From an optimization exercise on the open Yosys and OpenROAD flow, aimed at small area; shortcuts taken in it are not production practice. Only simulation tests tie the RTL to the original design; equivalence was not proved. No activity file was given, so power comes from the tool's default toggle rates.

## flow/design.v (module list and top-level ports; edited modules follow where they fit)
// module fetcher: 19 lines
// module regfile: 31 lines
// module decoder: 329 lines
// module executor: 103 lines
// module mul33: 8614 lines
// module accessor: 92 lines
// module writeback: 20 lines
// module littlecpu: 76 lines
module littlecpu(
  input  logic clk,
  input  logic reset,
  output logic [31:0] imem_addr,
  input  logic [31:0] imem_data,
  output logic [31:0] mem_addr,
  output logic [31:0] mem_wdata,
  output logic [3:0]  mem_wstrb,
  input  logic [31:0] mem_rdata,
  output logic trap
  );
  // ...
==> flow/run.sh <==
#!/bin/bash
# synth_recipe.tcl (not shown) runs the flow's synth.tcl, then flattens the netlist and writes it again
# the make line also repeats each setting of config.mk as NAME=value (left out here)
make -C /OpenROAD-flow-scripts/flow DESIGN_CONFIG=/design/flow/config.mk WORK_HOME=/design/flow/orfs CLKGATE_MAP_FILE= SYNTH_SCRIPT=/design/flow/synth_recipe.tcl finish
==> flow/config.mk <==
export PLATFORM = sky130hd
export DESIGN_NAME = littlecpu
export DESIGN_NICKNAME = littlecpu
export VERILOG_FILES = /design/flow/design.v
export SDC_FILE = /design/flow/constraint.sdc
export NUM_CORES = 4
export LEC_CHECK = 0
export CAP_MARGIN = 20
export CORE_MARGIN = 2
export CORE_UTILIZATION = 40
export SLEW_MARGIN = 20
==> flow/constraint.sdc <==
create_clock -name core_clock -period 12.0 [get_ports {clk}]
set_input_delay 2.4000 -clock core_clock [delete_from_list [all_inputs] [get_ports {clk}]]
set_output_delay 2.4000 -clock core_clock [all_outputs]
set_load 0.01 [all_outputs]
==> key figures, run 1 <==
Cells and area
  – Biggest regs: regfile.regs (992), decoder.out (128), executor.out (109)
  – Non-clock buffer area fraction after layout: under 10%
  – Cell class with the largest area share: multi-input combinational cells
  – Portion of the layout cell area used by clock cells: under 10%

Drt
  – Drt via density: around 6.8
  – Number of routed nets with antenna violations: 0
  – Starting DRC count in detailed routing: around 17000
  – Number of vias in the routed layout: between 90000 and 100k
  – Total wire length: roughly 540000 um

Global routing
  – Most Crowded Layer GR: met2
  – Global-route total usage across every layer: 41.1%
  – GRT Residual Overflow: 0
  – Pin count of the biggest net entering global routing: between 100 and 150
  – Initial antenna violation count: 51

Clocking
  – H-tree levels: 4
  – Maximum buffer depth of the clock tree: 3
  – Clock transition at the register clock pins on the worst setup and hold paths after CTS: about 0.070 ns

Setup path
  – Number of cells on the worst reg-to-reg path: 38
  – Worst R2R Setup Slack: approximately 0.94 ns
  – Crit path arrival time: 11.78 ns
  – Critical Path Source Type: register
  – Top cell family by delay on the critical path: adder cells
  – Critical Path Start: decoder.out[114]
  – Slowest Stage Delay on Critical Path: about 0.7 ns
  – Total buffers and inverters traversed by the critical path: 9
  – FF-to-FF End: executor.out[92]

Pwr
  – Design Power: ~0.017 W
  – Total net switching power: slightly below 0.007 W
  – Reg power frac: between 30% and 40%
  – Pwr Density: between 100 and 150 mW/mm2
  – Clock network power share: 29.9%

Synthesis
  – Portion of synthesized cell area occupied by the leading cell type: between 20 and 30%
  – Top cells by instance count after synthesis: inv_1 (1150), nor2_1 (1059), fa_1 (994)
  – Number of different library cells in the post-synthesis netlist: around 100
  – Number of standard cells after synthesis: about 10000
  – Multiplexer area fraction after synthesis: a little under 3%

Placement
  – Placed instance area: roughly 0.11 mm2

Timing
  – Fmax: between 90 and 100 MHz
  – Hold WS: around 0.46 ns

Run status
  – Status: complete, no violations

Flow run
  – Total of max-cap violations: 0
==> run 2: changes to the inputs <==
==> flow/flow/run.sh (new file) <==
#!/bin/bash
# Own flow: the standard synthesis, then an area-oriented remap of the combinational logic
# (full-adder polarity choice + ABC area mapping; flip-flops, full and half adders kept as they
# are, checked equivalent with ABC's cec), then the standard layout from the floorplan on.
# Each tool writes its full output to a log of its own in this folder.
set -euo pipefail
W=$(pwd)
F=$W/flow
R=$W/orfs/results/$FLOW_PLATFORM/littlecpu/base
LIB=$FLOW_HOME/platforms/$FLOW_PLATFORM/lib/sky130_fd_sc_hd__tt_025C_1v80.lib
YBIN=$FLOW_HOME/../tools/install/yosys/bin
YOSYS=$(command -v yosys || echo $YBIN/yosys)
ABC=$(command -v yosys-abc || echo $YBIN/yosys-abc)

bash standard.sh synth > $W/std_synth.log 2>&1
cp $R/1_2_yosys.v $W/std_synth.v

remap() {
  python3 $F/fapol.py $W/std_synth.v $W/fapol.v > $W/fapol.log 2>&1
  $YOSYS -p "read_liberty -ignore_miss_func $LIB; write_verilog -noattr $W/models_all.v" > $W/models.log 2>&1
  python3 $F/mkmodels.py $W/models_all.v $W/models_remap.v $W/models_eq.v >> $W/models.log 2>&1
  local du
  du=$(grep -A40 "DONT_USE_CELLS +=" $FLOW_HOME/platforms/$FLOW_PLATFORM/config.mk | grep -o "sky130_fd_sc_hd__[a-z0-9_]*" | sed 's/^/-dont_use /' | tr '\n' ' ')
  $YOSYS -p "read_liberty -lib $LIB; read_verilog $W/fapol.v; hierarchy -top $FLOW_TOP; \
    techmap -map $W/models_remap.v; techmap; opt -purge; \
    abc -liberty $LIB $du -script $F/area.abc; opt_clean -purge; \
    splitnets; opt_clean -purge; \
    hilomap -singleton -hicell sky130_fd_sc_hd__conb_1 HI -locell sky130_fd_sc_hd__conb_1 LO; \
    insbuf -buf sky130_fd_sc_hd__buf_4 A X; \
    write_verilog -noattr -nohex -nodec $W/remap.v; stat -liberty $LIB" > $W/remap.log 2>&1
  # the flip-flops must be exactly the standard synthesis's
  grep -oE "sky130_fd_sc_hd__[a-z0-9]*df[a-z0-9_]* +\S+" $W/std_synth.v | sort > $W/ff_std.txt
  grep -oE "sky130_fd_sc_hd__[a-z0-9]*df[a-z0-9_]* +\S+" $W/remap.v | sort > $W/ff_remap.txt
  cmp $W/ff_std.txt $W/ff_remap.txt > $W/ff_cmp.log 2>&1
  # and the logic between them the same
  python3 $F/cutff.py $W/std_synth.v $W/cut_std.v > $W/cut.log 2>&1
  python3 $F/cutff.py $W/remap.v $W/cut_remap.v >> $W/cut.log 2>&1
  for x in std remap; do
    $YOSYS -p "read_liberty -lib $LIB; read_verilog $W/cut_$x.v; hierarchy -top $FLOW_TOP; \
      techmap -map $W/models_eq.v; techmap; opt_clean; flatten; write_blif $W/cut_$x.blif" > $W/blif_$x.log 2>&1
  done
  $ABC -c "cec $W/cut_std.blif $W/cut_remap.blif" > $W/cec.log 2>&1
  grep -q "Networks are equivalent" $W/cec.log
}
if remap; then
  cp $W/remap.v $R/1_2_yosys.v
  echo "remap used" > $W/remap_status.txt
else
  echo "remap failed; standard netlist kept" > $W/remap_status.txt
fi
touch $R/1_2_yosys.v
bash standard.sh finish > $W/layout.log 2>&1
==> flow/flow/area.abc (new file) <==
strash
&get -n
&st
&syn2
&dch -f
&nf -a
&put
topo
==> flow/flow/cutff.py (new file) <==
#!/usr/bin/env python3
"""Cut a mapped netlist at its flip-flops for a combinational equivalence check: each flip-flop
instance is removed, its output becomes an input port and its inputs output ports, named after
the instance. usage: cutff.py IN.v OUT.v"""
import re, sys
src = open(sys.argv[1]).read()
inst_re = re.compile(r'^\s*(sky130_fd_sc_hd__\w+)\s+(\S+)\s*\((.*?)\);\n', re.S | re.M)
ports_in, ports_out, assigns = [], [], []
def keep(m):
    t, name, body = m.group(1), m.group(2), m.group(3)
    if not re.search(r'__(e|s|se)?df', t):
        return m.group(0)
    key = re.sub(r'[^A-Za-z0-9_]', '_', name.lstrip('\\'))
    for p, n in re.findall(r'\.(\w+)\((.*?)\)\s*(?:,|$)', body, re.S):
        n = n.strip()
        if p == 'CLK' or n == '': continue
        pn = f"ff_{key}_{p}"
        if p in ('Q', 'Q_N'):
            ports_in.append(pn); assigns.append(f"  assign {n} = {pn} ;\n")
        else:
            ports_out.append(pn); assigns.append(f"  assign {pn} = {n} ;\n")
    return ''
body = inst_re.sub(keep, src)
m = re.search(r'module\s+(\S+)\s*\((.*?)\);', body, re.S)
allp = m.group(2).strip() + ''.join(', ' + p for p in ports_in + ports_out)
body = body[:m.start()] + f"module {m.group(1)}({allp});\n" + ''.join(f"  input {p};\n" for p in ports_in) + ''.join(f"  output {p};\n" for p in ports_out) + body[m.end():]
i = body.rindex('endmodule')
body = body[:i] + ''.join(assigns) + body[i:]
open(sys.argv[2], 'w').write(body)
print(len(ports_in), 'flip-flop outputs cut')
==> flow/flow/fapol.py (new file) <==
#!/usr/bin/env python3
"""Flip the polarity of full adders in a mapped netlist to remove inverters between them.
A full adder is self-dual: FA(~a,~b,~c) = (~sum, ~cout). Flipping one means putting inverters
on its three inputs and two outputs, which leaves the logic unchanged; a later ABC pass folds
the inverter pairs this creates. usage: fapol.py IN.v OUT.v"""
import re, sys
src = open(sys.argv[1]).read()
inst_re = re.compile(r'^(\s*)(sky130_fd_sc_hd__\w+)\s+(\S+)\s*\((.*?)\);\n', re.S | re.M)
pin_re = re.compile(r'\.(\w+)\(\s*(.*?)\s*\)(?=\s*[,)]|\s*$)', re.S)
insts = []
for m in inst_re.finditer(src):
    pins = {}
    for pm in re.finditer(r'\.(\w+)\((.*?)\)\s*(?:,|$)', m.group(4), re.S):
        pins[pm.group(1)] = pm.group(2).strip()
    insts.append(dict(type=m.group(2), name=m.group(3), pins=pins, span=m.span()))
OUTP = {'X', 'Y', 'Q', 'Q_N', 'SUM', 'COUT', 'HI', 'LO'}
drv = {}
loads = {}
for k, it in enumerate(insts):
    for p, n in it['pins'].items():
        if p in OUTP: drv[n] = (k, p)
        else: loads.setdefault(n, []).append((k, p))
def kind(t):
    t = t.replace('sky130_fd_sc_hd__', '')
    if re.match(r'(clk)?inv', t): return 'inv'
    if re.match(r'(clk)?buf_|clkbuf', t): return 'buf'
    if re.match(r'fa_', t): return 'fa'
    if re.match(r'ha_', t): return 'ha'
    if re.match(r'(e|s)?df|sdf|dl', t): return 'ff'
    if t.startswith('conb'): return 'const'
    return 'logic'
kinds = [kind(it['type']) for it in insts]
def trace(n):
    par = 0
    while n in drv and kinds[drv[n][0]] in ('inv', 'buf'):
        k = drv[n][0]
        if kinds[k] == 'inv': par ^= 1
        n = insts[k]['pins']['A']
    if n in drv:
        k, p = drv[n]
        return n, par, kinds[k], k
    return n, par, 'pi', None
fas = [k for k in range(len(insts)) if kinds[k] == 'fa']
fa_index = {k: i for i, k in enumerate(fas)}
# input terms: for FA j pin: (src_fa or None, parity, fixed_cost_kind)
terms = []
for k in range(len(insts)):
    kd = kinds[k]
    if kd not in ('fa', 'ha'): continue
    for p in ('A', 'B', 'CIN'):
        if p not in insts[k]['pins']: continue
        root, par, rk, rkidx = trace(insts[k]['pins'][p])
        me = fa_index.get(k) if kd == 'fa' else None
        if rk in ('fa', 'ha'):
            terms.append((fa_index.get(rkidx) if rk == 'fa' else None, me, par, 1.0))
        elif rk in ('ff', 'pi', 'const'):
            terms.append((None, me, par, 1.0))
        else:
            terms.append((None, me, par, 0.0))
# FA outputs going (through inv/buf chains) to flops / outputs
for k in fas:
    for p in ('SUM', 'COUT'):
        n0 = insts[k]['pins'].get(p)
        stack = [(n0, 0)]
        while stack:
            n, par = stack.pop()
            for (l, lp) in loads.get(n, []):
                if kinds[l] in ('inv', 'buf'):
                    stack.append((insts[l]['pins'][kinds[l] == 'inv' and 'Y' or 'X'], par ^ (kinds[l] == 'inv')))
                elif kinds[l] == 'ff':
                    terms.append((fa_index[k], None, par, 1.0))
N = len(fas)
f = [0] * N
adj = [[] for _ in range(N)]
for t, (a, b, w, wt) in enumerate(terms):
    if wt == 0: continue
    if a is not None: adj[a].append(t)
    if b is not None and b != a: adj[b].append(t)
def tcost(t):
    a, b, w, wt = terms[t]
    v = w ^ (f[a] if a is not None else 0) ^ (f[b] if b is not None else 0)
    return wt * v
def total(): return sum(tcost(t) for t in range(len(terms)))
before = total()
changed = True
it = 0
while changed and it < 50:
    changed = False; it += 1
    for i in range(N):
        c0 = sum(tcost(t) for t in adj[i])
        f[i] ^= 1
        c1 = sum(tcost(t) for t in adj[i])
        if c1 < c0: changed = True
        else: f[i] ^= 1
after = total()
sys.stderr.write(f"fapol: {N} full adders, inverter cost {before:.0f} -> {after:.0f}, flipped {sum(f)}\n")
# emit
out = []
pos = 0
cnt = [0]
def newnet():
    cnt[0] += 1
    return f"fapol_n{cnt[0]}"
newwires = []
extra = []
for k, it_ in enumerate(insts):
    s, e = it_['span']
    out.append(src[pos:s]); pos = e
    if kinds[k] == 'fa' and f[fa_index[k]]:
        pins = dict(it_['pins'])
        for p in ('A', 'B', 'CIN'):
            nn = newnet(); newwires.append(nn)
            extra.append(f"  sky130_fd_sc_hd__inv_1 fapol_i{cnt[0]} (.A({pins[p]} ), .Y({nn}));\n")
            pins[p] = nn
        for p in ('SUM', 'COUT'):
            nn = newnet(); newwires.append(nn)
            extra.append(f"  sky130_fd_sc_hd__inv_1 fapol_i{cnt[0]} (.A({nn}), .Y({pins[p]} ));\n")
            pins[p] = nn
        body = ",\n".join(f"    .{p}({n} )" for p, n in pins.items())
        out.append(f"  {it_['type']} {it_['name']} (\n{body}\n  );\n")
    else:
        out.append(src[s:e])
out.append(src[pos:])
res = "".join(out)
i = res.rindex("endmodule")
res = res[:i] + "".join(f"  wire {w};\n" for w in newwires) + "".join(extra) + res[i:]
open(sys.argv[2], 'w').write(res)
==> flow/flow/mkmodels.py (new file) <==
#!/usr/bin/env python3
"""From a Yosys write_verilog of the liberty file, keep the combinational cell models as a techmap
file: without full/half adders for the remap (OUT_REMAP), with them for the equivalence check
(OUT_EQ). usage: mkmodels.py ALL.v OUT_REMAP.v OUT_EQ.v"""
import re, sys
s = open(sys.argv[1]).read()
remap, eq = [], []
for body, name in re.findall(r'(module (\S+)\(.*?endmodule\n)', s, re.S):
    if 'always' in body or 'reg ' in body: continue
    if re.search(r'tap|fill|decap|diode|probe|lpflow|ebuf|einv|dlclkp|sdlclkp', name): continue
    if 'assign' not in body: continue
    eq.append(body)
    if not re.search(r'__(fa|ha)_\d', name): remap.append(body)
open(sys.argv[2], 'w').write('\n'.join(remap))
open(sys.argv[3], 'w').write('\n'.join(eq))
print(len(remap), len(eq), 'models')
==> flow/standard.sh (new file) <==
#!/bin/bash
# synth_recipe.tcl (not shown) runs the flow's synth.tcl, then flattens the netlist and writes it again
# the make line also repeats each setting of config.mk as NAME=value (left out here)
make -C /OpenROAD-flow-scripts/flow DESIGN_CONFIG=/design/flow/config.mk WORK_HOME=/design/flow/orfs CLKGATE_MAP_FILE= SYNTH_SCRIPT=/design/flow/synth_recipe.tcl "${@:-finish}"
removed: flow/run.sh
==> run 2 against run 1 <==
Effect of this change: routed wire length down 1.8%; design area down 5.1%; combinational power down 26%; count of clock-buffer cells in the layout up 17; flip-flop and latch count unchanged; fmax fell by 4.6%; register-to-register slack worse by 0.53 ns; die area is 8.2% lower; sequential share of layout area is 1.8 points higher; synthesized cell count is 17% lower; still clean on timing, DRC and antenna; total power shrank 9.4%.
==> key figures, run 2 <==
Run status
  – Status: complete, no violations (unchanged)

Timing
  – Finish-stage setup viols: 0 (unchanged)
  – Fin Clk Skew: 0.0519 ns (was 0.0444 ns)
  – Transition time at the pin with the least slew margin: 1.28 ns (was 1.37 ns)
  – Max-Slew Margin vs Limit: 14.7% (was 8.45%)
  – Min cycle time layout: 11.59 ns (was 11.06 ns)
  – Final max-slew violation count: 0 (unchanged)
  – Fmax: 86.3 MHz (was 90.4 MHz)
  – Fin. Hold Viols: 0 (unchanged)
  – Period utilization: 96.6% (was 92.2%)
  – Setup tns final: 0 ns (unchanged)
  – Setup repair after global routing missed its margin: false (unchanged)

Cells and area
  – Number of nets in the final layout: 10398 (was 11477)
  – Layout filler cell count: 21393 (was 23630)
  – Biggest regs: regfile.regs (992), decoder.out (128), executor.out (109) (unchanged)
  – Syn-to-layout area delta: 15.9% (was 12.0%)
  – Post-layout util: 46.6% (was 45.0%)
  – Number of flip-flops under the largest register name: 992 (unchanged)
  – Design Area, Final: 0.109 mm2 (was 0.114 mm2)
  – Most common library cell in the layout ignoring fill and taps: nor2_1 (was inv_1)
  – Most frequent cells in the layout: nor2_1 (1259), fa_1 (994), edfxtp_1 (992) (was inv_1 (1144), fa_1 (994), edfxtp_1 (992))
  – Proportion of layout cells with a drive suffix above 1: 8.76% (was 8.63%)
  – Largest register by flop count: regfile.regs (unchanged)

Global routing
  – Global-route total usage across every layer: 43.9% (was 41.1%)
  – Initial antenna violation count: 42 (was 51)
  – Vias in the first global route: 85965 (was 90984)
  – Pin count of the biggest net entering global routing: 75 (was 117)
  – GRT Residual Overflow: 0 (unchanged)
  – First-pass GRT wire length: 717000 um (was 738000 um)

Drt
  – Number of vias in the routed layout: 88175 (was 93027)
  – Drt via density: 7.14 (was 6.81)
  – Number of routed nets with antenna violations: 0 (unchanged)
  – Post-detailed-route DRC marker count: 0 (unchanged)
  – Starting DRC count in detailed routing: 19468 (was 17113)
  – Initial DRT Pass Iterations: 17 (was 14)
  – Total wire length: 533000 um (was 543000 um)
  – Drt wl/cell: 43.2 um (was 39.8 um)

Pwr
  – Reported leakage power: 41.2 nW (was 44.3 nW)
  – Total net switching power: 0.00567 W (was 0.00683 W)
  – Combinational power share: 30.6% (was 37.4%)
  – Clock network power share: 33.1% (was 29.9%)
  – Reg power frac: 36.3% (was 32.7%)
  – IR drop worst, VDD: 0.000168 V (was 0.000232 V)
  – Pwr Density: 140 mW/mm2 (was 147 mW/mm2)
  – Int Power: 0.00958 W (was 0.0100 W)
  – Sw frac: 37.2% (was 40.6%)

Clocking
  – H-tree levels: 4 (unchanged)
  – Maximum buffer depth of the clock tree: 3 (unchanged)
  – TritonCTS clock tree: built (unchanged)
  – Clock transition at the register clock pins on the worst setup and hold paths after CTS: 0.06 ns (was 0.07 ns)
  – Clock latency of the later-clocked register in the worst-skew pair: 0.86 ns (was 0.85 ns)
  – Post-CTS Setup Repair Bufs: 0 (unchanged)
  – Number of clock sinks: 1402 (unchanged)
  – CTS buffer count: 155 (was 149)
  – CTS Root Buffer Type: clkbuf_16 (unchanged)

Placement
  – Port Buf Inserts: 163 (unchanged)
  – Post-DP HPWL: 368000 um (was 364000 um)
  – Placed instance area: 0.103 mm2 (was 0.109 mm2)
  – GP Congestion: 1.08 (was 1.01)

Setup path
  – Crit Path Max Fanout: 9 (was 11)
  – Critical Path Source Type: register (unchanged)
  – Crit end category: register (unchanged)
  – Slowest stage cell on the critical path: a211oi_1 (was inv_1)
  – Crit path arrival time: 12.30 ns (was 11.78 ns)
  – Setup Crit Path Kind: reg2reg (unchanged)
  – Slowest Stage Delay on Critical Path: 0.79 ns (was 0.70 ns)
  – Required time at the worst-slack endpoint: 12.71 ns (was 12.72 ns)
  – Number of cells on the worst reg-to-reg path: 37 (was 38)
  – Most frequent cell on the critical path: fa_1 (unchanged)

Floorplanning
  – Initial core utilization: 40.2% (about the same)
  – Horiz. Die Dim: 488 um (was 509 um)
  – Total I/O pin count: 167 (unchanged)
  – Std-Cell Core Area: 0.233 mm2 (was 0.254 mm2)
  – Number of rows created at floorplan: 177 (was 185)
  – Die Ht: 488 um (was 509 um)
  – Die Outline Area: 0.238 mm2 (was 0.259 mm2)

Synthesis
  – Count of warnings emitted by yosys: 7 (unchanged)
  – Number of standard cells after synthesis: 8353 (was 10095)
  – Mean area per synthesized cell: 11.2 um2 (was 10.1 um2)
  – Synthesized area: 0.0937 mm2 (was 0.102 mm2)

Flow run
  – Total of max-cap violations: 0 (unchanged)

Worst hold path
  – Min-Delay Path Class: reg2reg (unchanged)
  – Cells on Worst Hold Path: 1 (unchanged)
## run 2: path summary, 6_finish.rpt
kind	startpoint	to	slack, ns
min reg2reg	decoder.out[62]	executor.out[69]	0.41
max reg2reg	decoder.out[87]	executor.out[103]	0.41
min	decoder.out[62]	executor.out[69]	0.41
max	decoder.out[87]	executor.out[103]	0.41
## run 2: metrics by stage
stage	std cells	power [W]	setup WS, ns	hold slack, ns
after floorplan	8355	0.00790	0.431	0.420
after global placement	12017	0.0100	0.342	0.422
after detailed placement	12020	0.0101	0.535	0.425
after CTS	12308	0.0150	0.486	0.406
after global routing	12325	0.0156	0.0124	0.429
final	12345	0.0152	0.410	0.413
## run 2: cell type report
class | instances | area (um2) | share of cell area [%]
diodes | 33 | 82.6 | 0.0761
clock buffers | 198 | 4220 | 3.88
clock inverters | 90 | 1080 | 0.997
inverters | 332 | 1250 | 1.15
multi-input cells | 6584 | 55100 | 50.7
flip-flops and latches | 1402 | 38000 | 35.0
well taps | 3132 | 3920 | 3.61
repair buffers | 574 | 4940 | 4.55
## run 2: what timing repair did
| item | in CTS | in global routing |
|---|---|---|
| setup endpoints to repair | 0 | 2 |
| hold buffers | 0 | 0 |
| gates resized for setup | 0 | 1 |
## run 2: critical path, delay by kind of cell, from the launching register on
family,cells,cell delay (ns)
simple gates,9,1.80
compound gates,13,3.34
xor+xnor,3,0.51
buf+inv,3,0.85
flops,1,0.72
fa+ha+maj,9,4.23
## run 2: metal layers
layer / GRT usage [%] / vias to the layer above / part of all wire (%)
met1: 50.1 / 43185 / 32
met2: 64.1 / 8991 / 42
met5: 0.572 / - / 0.12
met4: 38.1 / 46 / 11
li1: - / 32963 / -
met3: 17.4 / 2990 / 15
## run 2: power groups by stage
stage	clock, W	sequential (W)	combinational [W]
6_report	0.00505	0.00553	0.00467
5_1_grt	0.00521	0.00552	0.00484
4_1_cts	0.00504	0.00552	0.00446
3_5_place_dp	0	0.00562	0.00444
3_3_place_gp	0	0.00562	0.00442
2_1_floorplan	0	0.00552	0.00238
==> module fetcher, before the edit <==
module fetcher(
  input  logic clk,
  input  logic reset,
  input  logic [31:0] pc,
  output logic [31:0] imem_addr,
  input  logic [31:0] imem_data,
  output fetcher_output out
);
  assign imem_addr = pc;
  always_comb begin
    if (reset) begin
      out.pc = 32'b0;
      out.instr = 32'b0;
    end else begin
      out.instr = imem_data;
      out.pc = pc;
    end
  end
endmodule
==> module regfile, before the edit <==
module regfile(
  input  logic        clk,
  input  logic [4:0]  rs1,
  input  logic [4:0]  rs2,
  output logic [31:0] reg_rs1,
  output logic [31:0] reg_rs2,
  input  logic        wen,
  input  logic [4:0]  waddr,
  input  logic [31:0] wdata
);
  logic [31:0] regs[1:31];
  logic [31:0] sel1, sel2, rd1, rd2;
  assign sel1 = 32'b1 << rs1;
  assign sel2 = 32'b1 << rs2;
  always_comb begin
    rd1 = 0;
    rd2 = 0;
    for (int i = 1; i < 32; i++) begin
      rd1 = rd1 | ({32{sel1[i]}} & regs[i]);
      rd2 = rd2 | ({32{sel2[i]}} & regs[i]);
    end
  end
  always_ff @(posedge clk) begin
    reg_rs1 <= rd1;
    reg_rs2 <= rd2;
  end
  for (genvar g = 1; g < 32; g++) begin : r
    always_ff @(posedge clk)
      if (wen && waddr == g) regs[g] <= wdata;
  end
endmodule
==> module decoder, before the edit <==
module decoder (
  input  logic clk,
  input  logic reset,
  input  fetcher_output in,
  input  logic [31:0] reg_rs1,
  input  logic [31:0] reg_rs2,
  output logic [31:0] pc,
  output logic [4:0] rs1,
  output logic [4:0] rs2,
  output decoder_output out
);
  logic [31:0] instr;
  assign instr = in.instr;
  logic [31:0] fetcher_pc;
  assign fetcher_pc = in.pc;
  logic [4:0] opcode;
  assign opcode = instr[6:2];
  logic [1:0] quadrant, cfunct2, cmath_funct2;
  assign quadrant = instr[1:0];
  logic uncompressed;
  assign uncompressed = quadrant == 2'b11;
  logic [2:0] funct3, cfunct3;
  logic [3:0] cfunct4;
  assign funct3 = instr[14:12];
  assign cfunct3 = instr[15:13];
  assign cfunct2 = instr[11:10];
  assign cmath_funct2 = instr[6:5];
  assign cfunct4 = instr[15:12];
  logic [5:0] cfunct6;
  assign cfunct6 = instr[15:10];
  logic [6:0] funct7;
  assign funct7 = instr[31:25];
  logic instr_auipc, instr_jal, instr_jalr, instr_beq, instr_bne, instr_blt, instr_bltu, instr_bge,
        instr_bgeu, instr_add, instr_sub, instr_mul, instr_mulh, instr_mulhu, instr_mulhsu,
        instr_div, instr_divu, instr_rem, instr_remu, instr_xor, instr_or, instr_and, instr_sll,
        instr_slt, instr_sltu, instr_srl, instr_sra, instr_lui, instr_lb, instr_lbu, instr_lhu,
        instr_lh, instr_lw, instr_sb, instr_sh, instr_sw, instr_ecall, instr_ebreak, instr_csrrw,
        instr_csrrs, instr_csrrc;
  logic [31:0] immediate, i_immediate, s_immediate, b_immediate, u_immediate, j_immediate;
  assign i_immediate = {{20{instr[31]}}, instr[31:20]};
  assign s_immediate = {{20{instr[31]}}, instr[31:25], instr[11:7]};
  assign b_immediate = {{20{instr[31]}}, instr[7], instr[30:25], instr[11:8], 1'b0};
  assign u_immediate = {instr[31], instr[30:20], instr[19:12], 12'b0};
  assign j_immediate = {{12{instr[31]}}, instr[19:12], instr[20], instr[30:21], 1'b0};
  logic [31:0] cl_immediate, clwsp_immediate, cli_immediate, css_immediate, cj_immediate,
    cb_immediate, clui_immediate, caddi_immediate, caddi16sp_immediate, caddi4spn_immediate;
  assign cl_immediate = {25'b0, instr[5], instr[12:10], instr[6], 2'b00};
  assign clwsp_immediate = {24'b0, instr[3:2], instr[12], instr[6:4], 2'b00};
  assign cli_immediate = {{26{instr[12]}}, instr[12], instr[6:2]};
  assign css_immediate = {24'b0, instr[8:7], instr[12:9], 2'b00};
  assign cj_immediate = {{20{instr[12]}}, instr[12], instr[8], instr[10], instr[9], instr[6],
                          instr[7], instr[2], instr[11], instr[5], instr[4], instr[3], 1'b0};
  assign cb_immediate = {{23{instr[12]}}, instr[12], instr[6:5], instr[2], instr[11:10], instr[4:3], 1'b0};
  assign clui_immediate = {{14{instr[12]}}, instr[12], instr[6:2], 12'b0};
  assign caddi_immediate = {{26{instr[12]}}, instr[12], instr[6:2]};
  assign caddi16sp_immediate = {{22{instr[12]}}, instr[12], instr[4:3], instr[5], instr[2], instr[6], 4'b0};
  assign caddi4spn_immediate = {22'b0, instr[10:7], instr[12:11], instr[5], instr[6], 2'b00};
  always_comb begin
    case (1'b1)
      instr_load_op || instr_jalr: immediate = i_immediate;
      instr_store_op: immediate = s_immediate;
      instr_lui_op || instr_auipc: immediate = u_immediate;
      instr_jal_op: immediate = j_immediate;
      instr_branch_op: immediate = b_immediate;
      instr_math_immediate_op: immediate = i_immediate;
      instr_clwsp: immediate = clwsp_immediate;
      instr_cswsp: immediate = css_immediate;
      instr_csw: immediate = cl_immediate;
      instr_clw: immediate = cl_immediate;
      instr_cj || instr_cjal: immediate = cj_immediate;
      instr_cbeqz || instr_cbnez: immediate = cb_immediate;
      instr_cli: immediate = cli_immediate;
      instr_clui: immediate = clui_immediate;
      instr_caddi: immediate = caddi_immediate;
      instr_caddi16sp: immediate = caddi16sp_immediate;
      instr_caddi4spn: immediate = caddi4spn_immediate;
      instr_candi: immediate = caddi_immediate;
      default: immediate = 32'b0;
    endcase
  end
  logic instr_lui_op, instr_jal_op, instr_jalr_op, instr_cj, instr_cjal, instr_cjr, instr_cjalr,
    instr_clui;
  assign instr_lui_op = opcode == 5'b01101 && uncompressed;
  assign instr_lui = instr_lui_op || instr_clui;
  assign instr_clui = quadrant == 2'b01 && cfunct3 == 3'b011 && clui_immediate != 0 &&
    instr[11:7] != 2;
  assign instr_auipc = opcode == 5'b00101 && uncompressed;
  assign instr_jal_op = opcode == 5'b11011 && uncompressed;
  assign instr_jal = instr_jal_op || instr_cj || instr_cjal;
  assign instr_jalr_op = opcode == 5'b11001 && uncompressed && funct3 == 3'b000;
  assign instr_jalr = instr_jalr_op || instr_cjr || instr_cjalr;
  assign instr_cj = quadrant == 2'b01 && cfunct3 == 3'b101;
  assign instr_cjal = quadrant == 2'b01 && cfunct3 == 3'b001;
  assign instr_cjr = quadrant == 2'b10 && cfunct3 == 3'b100 && instr[12] == 0 && instr[6:2] == 0 &&
    instr[11:7] != 0;
  assign instr_cjalr = quadrant == 2'b10 && cfunct3 == 3'b100 && instr[12] == 1 && instr[6:2] == 0 &&
    instr[11:7] != 0;
  logic instr_branch_op, instr_cbeqz, instr_cbnez;
  assign instr_branch_op = opcode == 5'b11000 && uncompressed;
  assign instr_beq = (instr_branch_op && funct3 == 3'b000) || instr_cbeqz;
  assign instr_bne = (instr_branch_op && funct3 == 3'b001) || instr_cbnez;
  assign instr_blt = instr_branch_op && funct3 == 3'b100;
  assign instr_bge = instr_branch_op && funct3 == 3'b101;
  assign instr_bltu = instr_branch_op && funct3 == 3'b110;
  assign instr_bgeu = instr_branch_op && funct3 == 3'b111;
  assign instr_cbeqz = quadrant == 2'b01 && cfunct3 == 3'b110;
  assign instr_cbnez = quadrant == 2'b01 && cfunct3 == 3'b111;
  logic instr_load_op, instr_clwsp, instr_clw;
  assign instr_load_op = opcode == 5'b00000 && uncompressed;
  assign instr_lb = instr_load_op && funct3 == 3'b000;
  assign instr_lh = instr_load_op && funct3 == 3'b001;
  assign instr_lw = (instr_load_op && funct3 == 3'b010) || instr_clwsp || instr_clw;
  assign instr_lbu = instr_load_op && funct3 == 3'b100;
  assign instr_lhu = instr_load_op && funct3 == 3'b101;
  assign instr_clwsp = quadrant == 2'b10 && cfunct3 == 3'b010 && instr[11:7] != 5'b0;
  assign instr_clw = quadrant == 2'b00 && cfunct3 == 3'b010;
  logic instr_store_op, instr_cswsp, instr_csw;
  assign instr_store_op = opcode == 5'b01000 && uncompressed;
  assign instr_sb = instr_store_op && funct3 == 3'b000;
  assign instr_sh = instr_store_op && funct3 == 3'b001;
  assign instr_sw = (instr_store_op && funct3 == 3'b010) || instr_cswsp || instr_csw;
  assign instr_cswsp = quadrant == 2'b10 && cfunct3 == 3'b110;
  assign instr_csw = quadrant == 2'b00 && cfunct3 == 3'b110;
  logic math_low;
  assign math_low = funct7 == 7'b0000000;
  logic math_high;
  assign math_high = funct7 == 7'b0100000;
  logic instr_math_immediate, instr_math_immediate_op, instr_cli, instr_caddi, instr_caddi16sp,
    instr_caddi4spn, instr_cslli, instr_csrli, instr_csrai, instr_candi, instr_addi, instr_slti,
    instr_sltiu, instr_xori, instr_ori, instr_andi, instr_slli, instr_srli, instr_srai;
  assign instr_math_immediate_op = opcode == 5'b00100 && uncompressed;
  assign instr_addi = (instr_math_immediate_op && funct3 == 3'b000) || instr_cli || instr_caddi ||
    instr_caddi16sp || instr_caddi4spn;
  assign instr_caddi = quadrant == 2'b01 && cfunct3 == 3'b000;
  assign instr_caddi16sp = quadrant == 2'b01 && cfunct3 == 3'b011 && instr[11:7] == 2 &&
    caddi16sp_immediate != 0;
  assign instr_caddi4spn = quadrant == 2'b00 && cfunct3 == 3'b000 && caddi4spn_immediate != 0;
  assign instr_cli = quadrant == 2'b01 && cfunct3 == 3'b010;
  assign instr_slti = instr_math_immediate_op && funct3 == 3'b010;
  assign instr_sltiu = instr_math_immediate_op && funct3 == 3'b011;
  assign instr_xori = instr_math_immediate_op && funct3 == 3'b100;
  assign instr_ori = instr_math_immediate_op && funct3 == 3'b110;
  assign instr_andi = (instr_math_immediate_op && funct3 == 3'b111) || instr_candi;
  assign instr_candi = quadrant == 2'b01 && cfunct3 == 3'b100 && cfunct2 == 2'b10;
  assign instr_slli = (instr_math_immediate_op && math_low && funct3 == 3'b001) || instr_cslli;
  assign instr_srli = (instr_math_immediate_op && math_low && funct3 == 3'b101) || instr_csrli;
  assign instr_srai = (instr_math_immediate_op && math_high && funct3 == 3'b101) || instr_csrai;
  assign instr_cslli = quadrant == 2'b10 && cfunct4 == 4'b0000;
  assign instr_csrli = quadrant == 2'b01 && cfunct4 == 4'b1000 && cfunct2 == 2'b00;
  assign instr_csrai = quadrant == 2'b01 && cfunct4 == 4'b1000 && cfunct2 == 2'b01;
  assign instr_math_immediate = instr_addi || instr_slti || instr_sltiu || instr_xori || instr_ori || instr_andi ||
    instr_slli || instr_srli || instr_srai;
  logic instr_math_op, instr_cmv, instr_cadd, instr_cand, instr_cor, instr_cxor, instr_csub;
  assign instr_math_op = opcode == 5'b01100 && uncompressed;
  assign instr_add = (instr_math_op && math_low && funct3 == 3'b000) || instr_cmv || instr_cadd || instr_addi;
  assign instr_cmv = quadrant == 2'b10 && cfunct4 == 4'b1000 && instr[6:2] != 0;
  assign instr_cadd = quadrant == 2'b10 && cfunct4 == 4'b1001 && instr[6:2] != 0;
  assign instr_sub = (instr_math_op && math_high && funct3 == 3'b000) || instr_csub;
  assign instr_csub = quadrant == 2'b01 && cfunct6 == 6'b100011 && cmath_funct2 == 2'b00;
  assign instr_sll = instr_math_op && math_low && funct3 == 3'b001 || instr_slli;
  assign instr_slt = instr_math_op && math_low && funct3 == 3'b010 || instr_slti;
  assign instr_sltu = instr_math_op && math_low && funct3 == 3'b011 || instr_sltiu;
  assign instr_xor = (instr_math_op && math_low && funct3 == 3'b100) || instr_cxor || instr_xori;
  assign instr_cxor = quadrant == 2'b01 && cfunct6 == 6'b100011 && cmath_funct2 == 2'b01;
  assign instr_srl = instr_math_op && math_low && funct3 == 3'b101 || instr_srli;
  assign instr_sra = instr_math_op && math_high && funct3 == 3'b101 || instr_srai;
  assign instr_or = (instr_math_op && math_low && funct3 == 3'b110) || instr_cor || instr_ori;
  assign instr_cor = quadrant == 2'b01 && cfunct6 == 6'b100011 && cmath_funct2 == 2'b10;
  assign instr_and = (instr_math_op && math_low && funct3 == 3'b111) || instr_cand || instr_andi;
  assign instr_cand = quadrant == 2'b01 && cfunct6 == 6'b100011 && cmath_funct2 == 2'b11;
  logic instr_m;
  assign instr_m = instr_math_op && funct7 == 7'b0000001;
  assign instr_mul = instr_m && funct3 == 3'b000;
  assign instr_mulh = instr_m && funct3 == 3'b001;
  assign instr_mulhu = instr_m && funct3 == 3'b011;
  assign instr_mulhsu = instr_m && funct3 == 3'b010;
  assign instr_div = instr_m && funct3 == 3'b100;
  assign instr_divu = instr_m && funct3 == 3'b101;
  assign instr_rem = instr_m && funct3 == 3'b110;
  assign instr_remu = instr_m && funct3 == 3'b111;
  logic instr_csr, instr_csrrwi, instr_csrrsi, instr_csrrci;
  assign instr_csr = opcode == 5'b11100 && uncompressed;
  assign instr_csrrw = instr_csr && funct3 == 3'b001 || instr_csrrwi;
  assign instr_csrrs = instr_csr && funct3 == 3'b010 || instr_csrrsi;
  assign instr_csrrc = instr_csr && funct3 == 3'b011 || instr_csrrci;
  assign instr_csrrwi = instr_csr && funct3 == 3'b101;
  assign instr_csrrsi = instr_csr && funct3 == 3'b110;
  assign instr_csrrci = instr_csr && funct3 == 3'b111;
  logic instr_error;
  assign instr_error = opcode == 5'b11100 && uncompressed && funct3 == 0 && rs1 == 0 && rd == 0;
  assign instr_ecall = instr_error && !{|instr[31:20]};
  assign instr_ebreak = instr_error && |instr[31:20];
  logic instr_valid;
  assign instr_valid = instr_auipc || instr_jal || instr_jalr || instr_beq || instr_bne || instr_blt
    || instr_bltu || instr_bge || instr_bgeu || instr_add || instr_sub || instr_xor || instr_or ||
    instr_and || instr_mul || instr_mulh || instr_mulhu || instr_mulhsu || instr_div || instr_divu
    || instr_rem || instr_remu || instr_sll || instr_slt || instr_sltu || instr_srl || instr_sra ||
    instr_lui || instr_lb || instr_lbu || instr_lh || instr_lhu || instr_lw || instr_sb || instr_sh
    || instr_sw || instr_ecall || instr_ebreak;
  logic [4:0] rd;
  always_comb begin
    case (1'b1)
      instr_beq || instr_bne || instr_blt || instr_bge || instr_bltu || instr_bgeu ||
        instr_sb || instr_sh || instr_sw || instr_cj || instr_cjr: rd = 0;
      instr_cjal || instr_cjalr: rd = 1;
      instr_clw || instr_caddi4spn: rd = {2'b01, instr[4:2]};
      instr_csrai || instr_csrli || instr_candi || instr_cand ||
        instr_cor || instr_cxor || instr_csub: rd = {2'b01, instr[9:7]};
      default: rd = instr[11:7];
    endcase
  end
  always_comb begin
    case (1'b1)
      instr_clwsp || instr_cswsp || instr_caddi4spn: rs1 = 2;
      instr_clw || instr_csw || instr_cbeqz || instr_cbnez ||
        instr_csrai || instr_csrli || instr_candi || instr_cand ||
        instr_cor || instr_cxor || instr_csub: rs1 = {2'b01, instr[9:7]};
      instr_cjr || instr_cjalr || instr_cslli: rs1 = instr[11:7];
      instr_cli || instr_cmv: rs1 = 0;
      instr_caddi || instr_caddi16sp || instr_cadd: rs1 = instr[11:7];
      default: rs1 = instr[19:15];
    endcase  
  end
  always_comb begin
    case(1'b1)
      instr_cswsp || instr_cslli || instr_csrai || instr_csrli || instr_cmv || instr_cadd: rs2 = instr[6:2];
      instr_csw || instr_cand || instr_cor || instr_cxor || instr_csub: rs2 = {2'b01, instr[4:2]};
      instr_cbeqz || instr_cbnez: rs2 = 0;
      default: rs2 = instr[24:20];
    endcase
  end
  logic instr_math, instr_shift;
  assign instr_math = instr_add || instr_sub || instr_sll || instr_slt || instr_sltu || instr_xor || instr_srl ||
    instr_sra || instr_or || instr_and || instr_mul || instr_mulh || instr_mulhu || instr_mulhsu || instr_div ||
    instr_divu || instr_rem || instr_remu;
  assign instr_shift = instr_sll || instr_slt || instr_sltu || instr_xor || instr_srl || instr_sra;
  logic [31:0] math_arg;
  always_comb
    if (instr_math_immediate) math_arg = instr_shift ? {27'b0, rs2} : immediate;
    else math_arg = reg_rs2;
  logic [31:0] pc_inc;
  assign pc_inc = uncompressed ? 4 : 2;
  logic [31:0] pc_plus, pc_target, rs1_imm;
  assign pc_plus = fetcher_pc + pc_inc;
  assign pc_target = fetcher_pc + immediate;
  assign rs1_imm = immediate + reg_rs1;
  logic [32:0] cmp;
  logic br_eq, br_ltu, br_lt, taken;
  assign cmp = {1'b0, reg_rs1} - {1'b0, reg_rs2};
  assign br_eq = reg_rs1 == reg_rs2;
  assign br_ltu = cmp[32];
  assign br_lt = (reg_rs1[31] ^ reg_rs2[31]) ? reg_rs1[31] : br_ltu;
  always_comb begin
    case (1'b1)
      instr_beq: taken = br_eq;
      instr_bne: taken = !br_eq;
      instr_blt: taken = br_lt;
      instr_bltu: taken = br_ltu;
      instr_bge: taken = !br_lt;
      instr_bgeu: taken = !br_ltu;
      default: taken = 0;
    endcase
  end
  always_ff @(posedge clk) begin
    if (reset) begin
      pc <= 0;
      out <= 0;
    end else begin
      pc <= pc_plus;
      out.mem_addr <= rs1_imm;
      out.rs1 <= instr_lui ? immediate : reg_rs1;
      out.rs2 <= instr_math ? math_arg : reg_rs2;
      out.rd <= rd;
      out.is_add <= instr_add;
      out.is_sub <= instr_sub;
      out.is_xor <= instr_xor;
      out.is_or <= instr_or;
      out.is_and <= instr_and;
      out.is_mul <= instr_mul;
      out.is_mulh <= instr_mulh;
      out.is_mulhu <= instr_mulhu;
      out.is_mulhsu <= instr_mulhsu;
      out.is_div <= instr_div;
      out.is_divu <= instr_divu;
      out.is_rem <= instr_rem;
      out.is_remu <= instr_remu;
      out.is_sll <= instr_sll;
      out.is_slt <= instr_slt;
      out.is_sltu <= instr_sltu;
      out.is_srl <= instr_srl;
      out.is_sra <= instr_sra;
      out.is_lui <= instr_lui;
      out.is_lb <= instr_lb;
      out.is_lbu <= instr_lbu;
      out.is_lhu <= instr_lhu;
      out.is_lh <= instr_lh;
      out.is_lw <= instr_lw;
      out.is_sb <= instr_sb;
      out.is_sh <= instr_sh;
      out.is_sw <= instr_sw;
      out.is_ecall <= instr_ecall;
      out.is_ebreak <= instr_ebreak;
      out.is_csrrw <= instr_csrrw;
      out.is_csrrs <= instr_csrrs;
      out.is_csrrc <= instr_csrrc;
      out.is_valid_instr <= instr_valid;
      case(1'b1)
        instr_auipc: begin
          out.rs1 <= reg_rs1;
          out.rs2 <= reg_rs2;
          out.is_add <= 1;
        end
        instr_jal || instr_jalr: begin
          pc <= instr_jalr ? {rs1_imm[31:1], 1'b0} : pc_target;
          out.rs1 <= fetcher_pc;
          out.rs2 <= pc_inc;
          out.is_add <= 1;
        end
        instr_beq || instr_bne || instr_blt || instr_bltu || instr_bge || instr_bgeu: begin
          pc <= taken ? pc_target : pc_plus;
          out.rs1 <= 0;
          out.rs2 <= 0;
          out.rd <= 0;
        end
        default: ;
      endcase
    end
  end
endmodule
==> module executor, before the edit <==
module executor(
  input  logic clk,
  input  logic reset,
  input  decoder_output in,
  output executor_output out
);
  logic [31:0] rs1, rs2;
  assign rs1 = in.rs1;
  assign rs2 = in.rs2;
  logic        busy;
  logic [6:0]  counter;
  logic mul_sign_x, mul_sign_y;
  logic [63:0] multiply;
  assign mul_sign_x = rs1[0] & in.is_mulh;
  assign mul_sign_y = rs2[0] & (in.is_mulh | in.is_mulhsu);
  mul33 mul(.a(rs1), .b(rs2), .sa(mul_sign_x), .sb(mul_sign_y), .p(multiply));
  logic        do_sub;
  logic [32:0] sum;
  assign do_sub = !in.is_add;
  assign sum = {1'b0, rs1} + {1'b0, rs2 ^ {32{do_sub}}} + {32'b0, do_sub};
  logic ltu, lts;
  assign ltu = !sum[32];
  assign lts = (rs1[31] ^ rs2[31]) ? rs1[31] : ltu;
  logic [31:0] sh_in, sh_out, sh_rev;
  logic        sh_big, sh_fill;
  always_comb
    for (int i = 0; i < 32; i++) sh_in[i] = in.is_sll ? rs1[31 - i] : rs1[i];
  assign sh_big = |rs2[31:5];
  assign sh_fill = in.is_sra & !in.is_sll & !in.is_srl & rs1[31];
  assign sh_out = sh_big ? {32{sh_fill}} : 32'($signed({sh_fill, sh_in}) >>> rs2[4:0]);
  always_comb
    for (int i = 0; i < 32; i++) sh_rev[i] = sh_out[31 - i];
  logic is_muls, is_divs, starts_div;
  assign is_muls = in.is_mul | in.is_mulh | in.is_mulhu | in.is_mulhsu;
  assign is_divs = in.is_div | in.is_divu | in.is_rem | in.is_remu;
  logic [31:0] result;
  always_comb begin
    starts_div = 0;
    case (1'b1)
      in.is_add: result = sum[31:0];
      in.is_lui: result = rs1;
      in.is_sub: result = sum[31:0];
      in.is_sll: result = sh_rev;
      in.is_slt: result = {31'b0, lts};
      in.is_sltu: result = {31'b0, ltu};
      in.is_xor: result = rs1 ^ rs2;
      in.is_srl: result = sh_out;
      in.is_sra: result = sh_out;
      in.is_or: result = rs1 | rs2;
      in.is_and: result = rs1 & rs2;
      is_muls: result = in.is_mul ? multiply[31:0] : multiply[63:32];
      default: begin
        result = 0;
        starts_div = is_divs;
      end
    endcase
  end
  logic [31:0] dx, dy, rem_x, quo;
  logic        y_zero, y_one, quo_ones, flip31, set30;
  assign dx = out.mem_addr;
  assign dy = out.mem_data;
  assign y_zero = dy == 0;
  assign y_one = dy == 1;
  assign quo_ones = y_zero & (dx == 0);
  assign flip31 = dy[0] & ((|dy[31:1]) | !dx[31]);
  assign set30 = y_one & (dx == 32'h80000000);
  assign rem_x = dx ^ {flip31, set30, 30'b0};
  always_ff @(posedge clk) begin
    if (reset) begin
      busy <= 0;
      counter <= 0;
      out <= 0;
    end else if (!busy) begin
      out.rd <= in.rd;
      out.rd_data <= result;
      out.mem_addr <= in.mem_addr;
      out.mem_data <= in.rs2;
      out.is_lb <= in.is_lb;
      out.is_lbu <= in.is_lbu;
      out.is_lh <= in.is_lh;
      out.is_lhu <= in.is_lhu;
      out.is_lw <= in.is_lw;
      out.is_sb <= in.is_sb;
      out.is_sh <= in.is_sh;
      out.is_sw <= in.is_sw;
      if (starts_div) begin
        busy <= 1;
        counter <= 65;
      end
    end else if (counter != 0) begin
      counter <= counter - 1;
    end else begin
      case (1'b1)
        in.is_div: out.rd_data <= {{31{quo_ones & !(in.rs1[31] ^ in.rs2[31])}}, quo_ones};
        in.is_divu: out.rd_data <= {32{quo_ones}};
        in.is_rem: out.rd_data <= in.rs1[31] ? -rem_x : rem_x;
        in.is_remu: out.rd_data <= rem_x;
        default: ;
      endcase
      busy <= 0;
    end
  end
endmodule
==> module writeback, before the edit <==
module writeback(
  input  logic clk,
  input  logic reset,
  input accessor_output in,
  output logic wen,
  output logic [4:0] waddr,
  output logic [31:0] wdata
);
  always_comb begin
    if(reset) begin
      wen = 0;
      waddr = 0;
      wdata = 32'b0;
    end else begin
      wen = 1;
      waddr = in.rd;
      wdata = in.rd_data;
    end
  end  
endmodule
==> module littlecpu, before the edit <==
module littlecpu(
  input  logic clk,
  input  logic reset,
  output logic [31:0] imem_addr,
  input  logic [31:0] imem_data,
  output logic [31:0] mem_addr,
  output logic [31:0] mem_wdata,
  output logic [3:0]  mem_wstrb,
  input  logic [31:0] mem_rdata,
  output logic trap
  );
  assign trap = 0;
  logic  [31:0] pc;
  fetcher_output fetcher_out;
  fetcher fetcher(
    .clk(clk),
    .reset(reset),
    .pc(pc),
    .imem_data(imem_data),
    .out(fetcher_out),
    .imem_addr(imem_addr)
  );
  logic [31:0] reg_rs1, reg_rs2, wdata;
  logic [4:0]  rs1, rs2;
  logic [4:0]  waddr;
  logic        wen;
  regfile regfile(
    .clk(clk),
    .rs1(rs1),
    .rs2(rs2),
    .reg_rs1(reg_rs1),
    .reg_rs2(reg_rs2),
    .wen(wen),
    .waddr(waddr),
    .wdata(wdata)
  );
  decoder_output decoder_out;
  decoder decoder(
    .clk(clk),
    .reset(reset),
    .in(fetcher_out),
    .reg_rs1(reg_rs1),
    .reg_rs2(reg_rs2),
    .pc(pc),
    .rs1(rs1),
    .rs2(rs2),
    .out(decoder_out)
  );
  executor_output executor_out;
  executor executor(
    .clk(clk),
    .reset(reset),
    .in(decoder_out),
    .out(executor_out)
  );
  accessor_output accessor_out;
  accessor accessor(
    .clk(clk),
    .reset(reset),
    .in(executor_out),
    .mem_addr(mem_addr),
    .mem_wstrb(mem_wstrb),
    .mem_wdata(mem_wdata),
    .mem_rdata(mem_rdata),
    .out(accessor_out)
  );
  logic writeback_ready;
  writeback writeback(
    .clk(clk),
    .reset(reset),
    .in(accessor_out),
    .wen(wen),
    .waddr(waddr),
    .wdata(wdata)
  );
endmodule
==> run 3: changes to the inputs <==
--- a/flow/design.v
+++ b/flow/design.v
@@ -78,13 +78,6 @@
 );
   assign imem_addr = pc;
-  always_comb begin
-    if (reset) begin
-      out.pc = 32'b0;
-      out.instr = 32'b0;
-    end else begin
-      out.instr = imem_data;
-      out.pc = pc;
-    end
-  end
+  assign out.instr = imem_data;
+  assign out.pc = pc;
 endmodule
 `timescale 1 ns / 1 ps
@@ -101,22 +94,29 @@
 );
   logic [31:0] regs[1:31];
-  logic [31:0] sel1, sel2, rd1, rd2;
-  assign sel1 = 32'b1 << rs1;
-  assign sel2 = 32'b1 << rs2;
+  logic [4:0]  ra1, ra2;
+  logic        wen_q;
+  logic [4:0]  waddr_q;
+  logic [31:0] wdata_q;
+  always_ff @(posedge clk) begin
+    ra1 <= rs1;
+    ra2 <= rs2;
+    wen_q <= wen;
+    waddr_q <= waddr;
+    wdata_q <= wdata;
+  end
+  logic [31:0] sel1, sel2;
+  assign sel1 = 32'b1 << ra1;
+  assign sel2 = 32'b1 << ra2;
   always_comb begin
-    rd1 = 0;
-    rd2 = 0;
+    reg_rs1 = 0;
+    reg_rs2 = 0;
     for (int i = 1; i < 32; i++) begin
-      rd1 = rd1 | ({32{sel1[i]}} & regs[i]);
-      rd2 = rd2 | ({32{sel2[i]}} & regs[i]);
+      reg_rs1 = reg_rs1 | ({32{sel1[i]}} & regs[i]);
+      reg_rs2 = reg_rs2 | ({32{sel2[i]}} & regs[i]);
     end
   end
-  always_ff @(posedge clk) begin
-    reg_rs1 <= rd1;
-    reg_rs2 <= rd2;
-  end
   for (genvar g = 1; g < 32; g++) begin : r
     always_ff @(posedge clk)
-      if (wen && waddr == g) regs[g] <= wdata;
+      if (wen_q && waddr_q == g) regs[g] <= wdata_q;
   end
 endmodule
@@ -131,10 +131,13 @@
   input  logic [31:0] reg_rs2,
   output logic [31:0] pc,
-  output logic [4:0] rs1,
-  output logic [4:0] rs2,
+  output logic [4:0] rs1_out,
+  output logic [4:0] rs2_out,
   output decoder_output out
 );
   logic [31:0] instr;
   assign instr = in.instr;
+  logic [4:0] rs1, rs2;
+  assign rs1_out = reset ? 5'b0 : rs1;
+  assign rs2_out = reset ? 5'b0 : rs2;
   logic [31:0] fetcher_pc;
   assign fetcher_pc = in.pc;
@@ -366,13 +369,23 @@
   logic [31:0] pc_inc;
   assign pc_inc = uncompressed ? 4 : 2;
-  logic [31:0] pc_plus, pc_target, rs1_imm;
-  assign pc_plus = fetcher_pc + pc_inc;
-  assign pc_target = fetcher_pc + immediate;
-  assign rs1_imm = immediate + reg_rs1;
-  logic [32:0] cmp;
+  logic [31:0] pc_plus, pc_target, rs1_imm, cmp;
+  logic        pc_c, rs1_imm_c, cmp_c;
+  logic [31:0] inc_c;
+  assign pc_plus[0] = fetcher_pc[0];
+  assign inc_c[0] = 1'b0;
+  assign pc_plus[1] = fetcher_pc[1] ^ !uncompressed;
+  assign inc_c[1] = fetcher_pc[1] & !uncompressed;
+  assign pc_plus[2] = fetcher_pc[2] ^ (uncompressed | inc_c[1]);
+  assign inc_c[2] = fetcher_pc[2] & (uncompressed | inc_c[1]);
+  for (genvar i = 3; i < 32; i++) begin : inc
+    assign pc_plus[i] = fetcher_pc[i] ^ inc_c[i-1];
+    assign inc_c[i] = fetcher_pc[i] & inc_c[i-1];
+  end
+  bkadd #(32) add_target(.a(fetcher_pc), .b(immediate), .ci(1'b0), .s(pc_target), .co(pc_c));
+  bkadd #(32) add_rs1_imm(.a(immediate), .b(reg_rs1), .ci(1'b0), .s(rs1_imm), .co(rs1_imm_c));
+  bkadd #(32) add_cmp(.a(reg_rs1), .b(~reg_rs2), .ci(1'b1), .s(cmp), .co(cmp_c));
   logic br_eq, br_ltu, br_lt, taken;
-  assign cmp = {1'b0, reg_rs1} - {1'b0, reg_rs2};
   assign br_eq = reg_rs1 == reg_rs2;
-  assign br_ltu = cmp[32];
+  assign br_ltu = !cmp_c;
   assign br_lt = (reg_rs1[31] ^ reg_rs2[31]) ? reg_rs1[31] : br_ltu;
   always_comb begin
@@ -453,4 +466,39 @@
   end
 endmodule
+module bkadd #(parameter W = 32) (input [W-1:0] a, input [W-1:0] b, input ci, output [W-1:0] s, output co);
+  localparam L = W <= 2 ? 1 : W <= 4 ? 2 : W <= 8 ? 3 : W <= 16 ? 4 : W <= 32 ? 5 : W <= 64 ? 6 : 7;
+  wire [W-1:0] g0 = a & b;
+  wire [W-1:0] p0 = a ^ b;
+  wire [W-1:0] gg [0:2*L-1];
+  wire [W-1:0] pp [0:2*L-1];
+  assign gg[0] = {g0[W-1:1], g0[0] | (p0[0] & ci)};
+  assign pp[0] = p0;
+  genvar l, i;
+  for (l = 0; l < L; l = l + 1) begin : up
+    for (i = 0; i < W; i = i + 1) begin : b
+      if ((i % (2 << l)) == (2 << l) - 1) begin : op
+        assign gg[l+1][i] = gg[l][i] | (pp[l][i] & gg[l][i - (1 << l)]);
+        assign pp[l+1][i] = pp[l][i] & pp[l][i - (1 << l)];
+      end else begin : pass
+        assign gg[l+1][i] = gg[l][i];
+        assign pp[l+1][i] = pp[l][i];
+      end
+    end
+  end
+  for (l = L - 1; l > 0; l = l - 1) begin : dn
+    for (i = 0; i < W; i = i + 1) begin : b
+      if ((i % (1 << l)) == (1 << (l - 1)) - 1 && i >= (1 << l)) begin : op
+        assign gg[2*L-l][i] = gg[2*L-l-1][i] | (pp[2*L-l-1][i] & gg[2*L-l-1][i - (1 << (l - 1))]);
+        assign pp[2*L-l][i] = pp[2*L-l-1][i] & pp[2*L-l-1][i - (1 << (l - 1))];
+      end else begin : pass
+        assign gg[2*L-l][i] = gg[2*L-l-1][i];
+        assign pp[2*L-l][i] = pp[2*L-l-1][i];
+      end
+    end
+  end
+  wire [W-1:0] c = gg[2*L-1];    
+  assign s = p0 ^ {c[W-2:0], ci};
+  assign co = c[W-1];
+endmodule
 `timescale 1 ns / 1 ps
 `default_nettype none
@@ -475,5 +523,5 @@
   logic [32:0] sum;
   assign do_sub = !in.is_add;
-  assign sum = {1'b0, rs1} + {1'b0, rs2 ^ {32{do_sub}}} + {32'b0, do_sub};
+  bkadd #(32) alu_add(.a(rs1), .b(rs2 ^ {32{do_sub}}), .ci(do_sub), .s(sum[31:0]), .co(sum[32]));
   logic ltu, lts;
   assign ltu = !sum[32];
@@ -9279,15 +9327,7 @@
   output logic [31:0] wdata
 );
-  always_comb begin
-    if(reset) begin
-      wen = 0;
-      waddr = 0;
-      wdata = 32'b0;
-    end else begin
-      wen = 1;
-      waddr = in.rd;
-      wdata = in.rd_data;
-    end
-  end  
+  assign wen = !reset;
+  assign waddr = in.rd;
+  assign wdata = in.rd_data;
 endmodule
 `timescale 1 ns / 1 ps
@@ -9338,6 +9378,6 @@
     .reg_rs2(reg_rs2),
     .pc(pc),
-    .rs1(rs1),
-    .rs2(rs2),
+    .rs1_out(rs1),
+    .rs2_out(rs2),
     .out(decoder_out)
   );
==> flow/flow/run.sh (replaced) <==
#!/bin/bash
set -euo pipefail
W=$(pwd)
F=$W/flow
R=$W/orfs/results/$FLOW_PLATFORM/littlecpu/base
LIB=$FLOW_HOME/platforms/$FLOW_PLATFORM/lib/sky130_fd_sc_hd__tt_025C_1v80.lib
YBIN=$FLOW_HOME/../tools/install/yosys/bin
YOSYS=$(command -v yosys || echo $YBIN/yosys)
ABC=$(command -v yosys-abc || echo $YBIN/yosys-abc)
OPENROAD=$(command -v openroad || echo $FLOW_HOME/../tools/install/OpenROAD/bin/openroad)

bash standard.sh synth > $W/std_synth.log 2>&1
cp $R/1_2_yosys.v $W/std_synth.v

prep() {
  python3 $F/fapol.py $W/std_synth.v $W/fapol.v > $W/fapol.log 2>&1
  $YOSYS -p "read_liberty -ignore_miss_func $LIB; write_verilog -noattr $W/models_all.v" > $W/models.log 2>&1
  python3 $F/mkmodels.py $W/models_all.v $W/models_remap.v $W/models_eq.v >> $W/models.log 2>&1
  grep -oE "sky130_fd_sc_hd__[a-z0-9]*df[a-z0-9_]* +\S+" $W/std_synth.v | sort > $W/ff_std.txt
  python3 $F/cutff.py $W/std_synth.v $W/cut_std.v > $W/cut_std.log 2>&1
  $YOSYS -p "read_liberty -lib $LIB; read_verilog $W/cut_std.v; hierarchy -top $FLOW_TOP; \
    techmap -map $W/models_eq.v; techmap; opt_clean; flatten; write_blif $W/cut_std.blif" > $W/blif_std.log 2>&1
}

remap() {
  local t=$1 du
  du=$(grep -A40 "DONT_USE_CELLS +=" $FLOW_HOME/platforms/$FLOW_PLATFORM/config.mk | grep -o "sky130_fd_sc_hd__[a-z0-9_]*" | sed 's/^/-dont_use /' | tr '\n' ' ')
  $YOSYS -p "read_liberty -lib $LIB; read_verilog $W/fapol.v; hierarchy -top $FLOW_TOP; \
    techmap -map $W/models_remap.v; techmap; opt -purge; \
    abc -liberty $LIB $du -script $F/$t.abc; opt_clean -purge; \
    splitnets; opt_clean -purge; \
    hilomap -singleton -hicell sky130_fd_sc_hd__conb_1 HI -locell sky130_fd_sc_hd__conb_1 LO; \
    insbuf -buf sky130_fd_sc_hd__buf_4 A X; \
    write_verilog -noattr -nohex -nodec $W/remap_$t.v; stat -liberty $LIB" > $W/remap_$t.log 2>&1
  grep -oE "sky130_fd_sc_hd__[a-z0-9]*df[a-z0-9_]* +\S+" $W/remap_$t.v | sort > $W/ff_$t.txt
  cmp $W/ff_std.txt $W/ff_$t.txt > $W/ff_cmp_$t.log 2>&1
  python3 $F/cutff.py $W/remap_$t.v $W/cut_$t.v > $W/cut_$t.log 2>&1
  $YOSYS -p "read_liberty -lib $LIB; read_verilog $W/cut_$t.v; hierarchy -top $FLOW_TOP; \
    techmap -map $W/models_eq.v; techmap; opt_clean; flatten; write_blif $W/cut_$t.blif" > $W/blif_$t.log 2>&1
  $ABC -c "cec $W/cut_std.blif $W/cut_$t.blif" > $W/cec_$t.log 2>&1
  grep -q "Networks are equivalent" $W/cec_$t.log
  NET=$W/remap_$t.v $OPENROAD -no_init -exit $F/sta.tcl > $W/sta_$t.log 2>&1
  local area slack
  area=$(grep "Chip area for module" $W/remap_$t.log | tail -1 | awk '{print $NF}')
  slack=$(grep "^SLACK" $W/sta_$t.log | awk '{print $2}')
  echo "$t $area $slack" >> $W/remap_results.txt
}

best=""
if prep; then
  : > $W/remap_results.txt
  for t in m1 m2 m3 m4; do remap $t || echo "$t failed" >> $W/remap_results.txt; done
  best=$(awk 'NF == 3 && $3 >= 2e-10 { print $2, $1 }' $W/remap_results.txt | sort -g | head -1 | awk '{print $2}')
fi
if [[ -n "$best" ]]; then
  cp $W/remap_$best.v $R/1_2_yosys.v
  echo "remap $best used" > $W/remap_status.txt
else
  echo "no remap used; standard netlist kept" > $W/remap_status.txt
fi
touch $R/1_2_yosys.v
bash standard.sh "BUFFER_PORTS_ARGS=-buffer_cell sky130_fd_sc_hd__buf_1" \
  "CTS_ARGS=-sink_clustering_enable -repair_clock_nets -buf_list sky130_fd_sc_hd__clkbuf_8 -sink_clustering_size 12 -sink_clustering_max_diameter 60 -dont_use_dummy_load" \
  finish > $W/layout.log 2>&1
==> flow/flow/m1.abc (new file) <==
strash
&get -n
&st
&dc2
&dc2
&syn2
&dch -f
&nf -a -R 1000
&put
topo
==> flow/flow/m2.abc (new file) <==
strash
&get -n
&st
&dc2
&syn3
&dch -f
&nf -a -R 1000
&put
topo
==> flow/flow/m3.abc (new file) <==
strash
&get -n
&st
&dc2
&syn2
&dch -f
&nf -a -R 1000
&put
strash
&get -n
&st
&dc2
&syn2
&dch -f
&nf -a -R 1000
&put
topo
==> flow/flow/m4.abc (new file) <==
strash
&get -n
&st
&dc2
&syn2
&dch -f
&nf -a -R 1000
&put
topo
==> flow/flow/sta.tcl (new file) <==
# pre-layout setup slack of a mapped netlist (no wires)
set P $::env(FLOW_HOME)/platforms/$::env(FLOW_PLATFORM)
read_lef $P/lef/sky130_fd_sc_hd.tlef
read_lef $P/lef/sky130_fd_sc_hd_merged.lef
read_liberty $P/lib/sky130_fd_sc_hd__tt_025C_1v80.lib
read_verilog $::env(NET)
link_design $::env(FLOW_TOP)
read_sdc $::env(FLOW_SDC)
puts "SLACK [sta::worst_slack_cmd max]"
removed: flow/flow/area.abc
==> run 3 against run 2 <==
Effect of this change: still clean; routed wire length decreased by 5.6%; sequential power down 2%; first-iteration DRC count fell by 6.9%; count of clock-buffer cells in the layout fell by 51; cell count down 6.4%; via count fell by 6.6%; clock power shrank 46%; synthesized cell count fell by 7.7%; critical path depth grew 4; largest cell class unchanged; largest power group unchanged.
==> key figures, run 3 <==
Clocking
  – CTS Root Buffer Type: clkbuf_8 (was clkbuf_16)
  – Number of clock sinks: 1386 (was 1402)
  – Clock transition at the register clock pins on the worst setup and hold paths after CTS: 0.08 ns (was 0.06 ns)

Setup path
  – Required time at the worst-slack endpoint: 12.77 ns (was 12.71 ns)
  – Setup Crit Path Kind: reg2reg (unchanged)
  – Most frequent cell on the critical path: a21o_1 (was fa_1)
  – Number of cells on the worst reg-to-reg path: 41 (was 37)
  – Slowest Stage Delay on Critical Path: 0.83 ns (was 0.79 ns)
  – Slowest stage cell on the critical path: dfxtp_1 (was a211oi_1)

Synthesis
  – Synthesized area: 0.0907 mm2 (was 0.0937 mm2)

Floorplanning
  – Initial core utilization: 40.3% (was 40.2%)
  – Std-Cell Core Area: 0.225 mm2 (was 0.233 mm2)
  – Die Ht: 480 um (was 488 um)
  – Number of rows created at floorplan: 174 (was 177)

Cells and area
  – Proportion of layout cells with a drive suffix above 1: 10.3% (was 8.76%)
  – Number of nets in the final layout: 9944 (was 10398)
  – Most common library cell in the layout ignoring fill and taps: nor2_1 (unchanged)
  – Largest register by flop count: regfile.regs (unchanged)

Global routing
  – Pin count of the biggest net entering global routing: 120 (was 75)
  – Global-route total usage across every layer: 42.8% (was 43.9%)
  – Initial antenna violation count: 53 (was 42)

Timing
  – Fin. Hold Viols: 0 (unchanged)
  – Min cycle time layout: 11.62 ns (was 11.59 ns)

Worst hold path
  – Min-Delay Path Class: reg2reg (unchanged)

Drt
  – Number of vias in the routed layout: 82382 (was 88175)
  – Drt wl/cell: 43.5 um (was 43.2 um)
  – Initial DRT Pass Iterations: 15 (was 17)
  – Starting DRC count in detailed routing: 18133 (was 19468)

Run status
  – Status: complete, no violations (unchanged)

Flow run
  – Total of max-cap violations: 0 (unchanged)

Placement
  – Port Buf Inserts: 163 (unchanged)
  – Post-DP HPWL: 345000 um (was 368000 um)

Pwr
  – Design Power: 0.0131 W (was 0.0152 W)
  – Reg power frac: 41.2% (was 36.3%)
run 3: changes by cell type in the layout (fill, tap and decap cells not counted), sizes merged, moves of 56 or more:
cell           change
nand2            -245
o21ai             -56
a21oi             -58
a22oi            +130
clkdlybuf4s50    -162
nor2b             -68
buf              +308
clkinv           -196
run 3: power by group through the flow:
| stage | Combinational, W | Sequential, W | Clock [W] |
|---|---|---|---|
| global route | 0.00515 | 0.00541 | 0.00291 |
| CTS | 0.00473 | 0.00539 | 0.00273 |
| global placement | 0.00467 | 0.00550 | 0 |
| floorplan | 0.00232 | 0.00545 | 0 |
| finish | 0.00496 | 0.00541 | 0.00275 |
| detailed placement | 0.00470 | 0.00550 | 0 |
run 3: worst max-delay path: cells and delay by family (launching register included):
family / cells / cell delay, ns
AO/OA/AOI/OAI: 25 / 5.00
buffers and inverters: 3 / 0.50
adder cells (fa/ha/maj): 9 / 4.40
flip-flops: 1 / 0.83
AND/OR/NAND/NOR: 4 / 0.77
run 3: stage by stage:
| step | instances | utilization (%) | hold WS [ns] |
|---|---|---|---|
| after floorplan | 7712 | - | 0.310 |
| after global placement | 11348 | 44.3 | 0.318 |
| after detailed placement | 11349 | 44.3 | 0.312 |
| after CTS | 11496 | 45.2 | 0.332 |
| after global routing | 11534 | 45.4 | 0.349 |
| final | 11555 | 45.5 | 0.330 |
run 3: per-layer routing:
| metal | global-route usage, % | vias up | part of all wire (%) | routed length, um |
|---|---|---|---|---|
| met1 | 52.9 | 41053 | 34 | 174000 |
| met3 | 17.0 | 2289 | 15 | 76700 |
| li1 | - | 30744 | - | - |
| met5 | 0.394 | - | 0.084 | 421 |
| met2 | 61.3 | 8249 | 41 | 207000 |
| met4 | 29.2 | 47 | 9.0 | 45300 |
run 3: what timing repair did:
item	4_1_cts	5_1_grt
setup buffers	0	23
setup endpoints to repair	0	5
gates resized for setup	0	58
run 3: final timing paths:
| check | slack (ns) | start | end |
|---|---|---|---|
| hold reg to reg | 0.33 | accessor.out[28] | regfile.wdata_q[28] |
| setup reg to reg | 0.38 | decoder.out[128] | executor.out[102] |
| setup / recovery | 0.38 | decoder.out[128] | executor.out[102] |
| hold / removal | 0.33 | accessor.out[28] | regfile.wdata_q[28] |
run 3: area by class of cell:
cell class	count	area, um2
Tap cell	2992	3740
Clock buffer	147	2020
Sequential cell	1386	37700
Antenna cell	36	90.1
Fill cell	20967	123000
Inverter	204	822
Timing Repair Buffer	721	5180
Multi-Input combinational cell	6069	52800

## re-timing with driven ports
The flow's constraints put no driver on any port. The routed layouts listed below were extracted and timed again, unchanged, in two steps.
Step 1 assumes that a clkbuf_16 drives the clock port and a buf_2 every other input.
Step 2, shift: input delay + t, output delay - t, t = (earliest + latest rising clock arrival at the registers) / 2. This alone moves slack from input paths to output paths.
a / b / c = ideal / step 1 / step 2; a / b = the first two.
run | t, ns | slack for setup (ns) | worst setup path at the end
run 1 | 0.913 | 0.939 / 0.939 / 0.939 | register to register
run 2 | 0.918 | 0.410 / 0.410 / 0.410 | register to register
run 3 | 0.994 | 0.379 / 0.379 / -0.108 | input to register
Met with ideal ports but missed after step 2: setup timing in run 3. The setup slack of run 3, which loses most, moves by 0.000 ns with the drivers and by -0.487 ns with both steps.
